This is an optimization exercise on Yosys and OpenROAD, whose aim is small area, a short achievable clock period and few clock cycles per item, not a production implementation. The RTL was checked by simulation tests, not by an equivalence proof against the original design.

## ntt_top
module ntt_top (
  input  wire        clk, rst, start,
  input  wire [15:0] din0, din1, din2, din3, din4, din5, din6, din7, din8, din9, din10, din11, din12, din13, din14, din15,
  output wire [15:0] dout0, dout1, dout2, dout3, dout4, dout5, dout6, dout7, dout8, dout9, dout10, dout11, dout12, dout13, dout14, dout15,
  output wire        done
);
==> flow/config.mk <==
export PLATFORM = sky130hd
export DESIGN_NAME = ntt_top
export DESIGN_NICKNAME = ntt_top
export VERILOG_FILES = /design/flow/design.v
export SDC_FILE = /design/flow/constraint.sdc
export NUM_CORES = 8
export LEC_CHECK = 0
export CAP_MARGIN = 20
export CORE_MARGIN = 2
export CORE_UTILIZATION = 30
export CTS_BUF_LIST = sky130_fd_sc_hd__clkbuf_8
export SETUP_SLACK_MARGIN = 2.0
export SLEW_MARGIN = 20
export SYNTH_HIERARCHICAL = 1
export SYNTH_MINIMUM_KEEP_SIZE = 0
==> flow/constraint.sdc <==
create_clock -name core_clock -period 22.0 [get_ports {clk}]
set_input_delay 4.4000 -clock core_clock [delete_from_list [all_inputs] [get_ports {clk}]]
set_output_delay 4.4000 -clock core_clock [all_outputs]
set_load 0.01 [all_outputs]
standard.sh (not shown) runs the stock make flow with config.mk's settings and CLKGATE_MAP_FILE= SYNTH_SCRIPT=/design/flow/synth_recipe.tcl, a recipe that flattens the netlist after the stock synthesis.
==> flow/flow/run.sh <==
#!/bin/bash
# The standard layout (standard.sh: the standard flow's synthesis and ORFS flow), with two
# placement options changed:
#  - port buffers are sky130_fd_sc_hd__buf_1 instead of the default pick;
#  - the constant-0 outputs share tie cells instead of one tie cell per port.
set -euo pipefail
bash standard.sh \
  "BUFFER_PORTS_ARGS=-buffer_cell sky130_fd_sc_hd__buf_1" \
  SKIP_REPAIR_TIE_FANOUT=1 \
  finish > standard_flow.log 2>&1
The baseline finished with timing, DRC and antenna clean.
Testbench counts at the start, summed over its fixed seeds: cycles 2,400, items 2,400.
Change:
--- a/flow/config.mk
+++ b/flow/config.mk
@@ -10,3 +10,5 @@
 export CORE_UTILIZATION = 30
-export CTS_BUF_LIST = sky130_fd_sc_hd__clkbuf_8
+export CTS_BUF_LIST = sky130_fd_sc_hd__clkbuf_16
+export CTS_CLUSTER_DIAMETER = 500
+export CTS_CLUSTER_SIZE = 80
 export SETUP_SLACK_MARGIN = 2.0
- The new run ran to the end with no violations
- core utilization climbs by 0.24 points
- setup slack loses 0.012 ns
- worst hold slack loses 0.0054 ns
- routed wire length hardly moves
- sequential cell count does not change
- global-route usage barely changes
- clock-buffer cell count is unchanged
- sequential share of layout area barely changes
- first-iteration DRC count drops by 1.3%
- area after synthesis is unchanged

========
Setup of rev 12:
ntt_top again, from the RTL that the note above started with.
Settings: LEC_CHECK=0, CAP_MARGIN=20, CORE_MARGIN=2, CORE_UTILIZATION=30, CTS_BUF_LIST=sky130_fd_sc_hd__clkbuf_8, CTS_CLUSTER_DIAMETER=200, CTS_CLUSTER_SIZE=30, SETUP_SLACK_MARGIN=2.0, SLEW_MARGIN=20, SYNTH_HIERARCHICAL=1, SYNTH_MINIMUM_KEEP_SIZE=0; clock period 22.0 ns.
Scripts as last shown in full above: flow/flow/run.sh
Testbench counts of rev 12, summed over its fixed seeds: cycles 2,400, items 2,400.
Edits applied to the flow inputs when going from rev 12 to rev 13:
--- a/flow/config.mk
+++ b/flow/config.mk
@@ -11,5 +11,3 @@
 export CTS_BUF_LIST = sky130_fd_sc_hd__clkbuf_8
-export CTS_CLUSTER_DIAMETER = 200
-export CTS_CLUSTER_SIZE = 30
-export SETUP_SLACK_MARGIN = 2.0
+export SETUP_SLACK_MARGIN = 5.0
 export SLEW_MARGIN = 20
## What came out
Rev 13 finished every stage and its layout cleared the timing, design-rule and antenna checks.
Total non-filler cell area in the finished layout, rev 13 and rev 12, higher one = rev 13.
Sort rev 13 and rev 12 by area of combinational cells with multiple inputs, ascending, and rev 12 comes first.
STATUS peak clock frequency supported by timing: rev 13 wins against rev 12
Utilization after layout: rev 13 > rev 12
First-pass GRT wire length, rev 13 and rev 12, lower one = rev 12.

static timing again, ports no longer ideal:
How much do the figures lean on ideal ports? The routed layouts below were timed once more, with nothing changed but the port constraints.
Step 1 sets driving cells, clkbuf_16 on the clock port and buf_2 on the other inputs (assumed; they add their load-dependent delay and slew).
Step 2 times the ports against the registers' clock, not the clock port: input delays grow and output delays shrink by t, the midpoint of the rising clock arrivals with the driver on.
a / b / c = ideal / step 1 / step 2; a / b = the first two.
run	t, ns	setup WS [ns]	worst register clock-pin slew, ns	worst slew at a driven data input, ns	pins driven straight from the clock port
the first run of note 1	0.452	4.437 / 4.414 / 4.414	0.10 / 0.10	0.12	1
the second run of note 1	0.411	4.425 / 4.402 / 4.402	0.07 / 0.07	0.11	1
rev 12	0.452	4.437 / 4.414 / 4.414	0.10 / 0.10	0.12	1
rev 13	0.450	5.173 / 5.145 / 5.145	0.10 / 0.10	0.12	1
After both steps every run listed still meets setup and hold. The setup slack of rev 13, which loses most, moves by -0.028 ns with the drivers and by -0.028 ns with both steps.
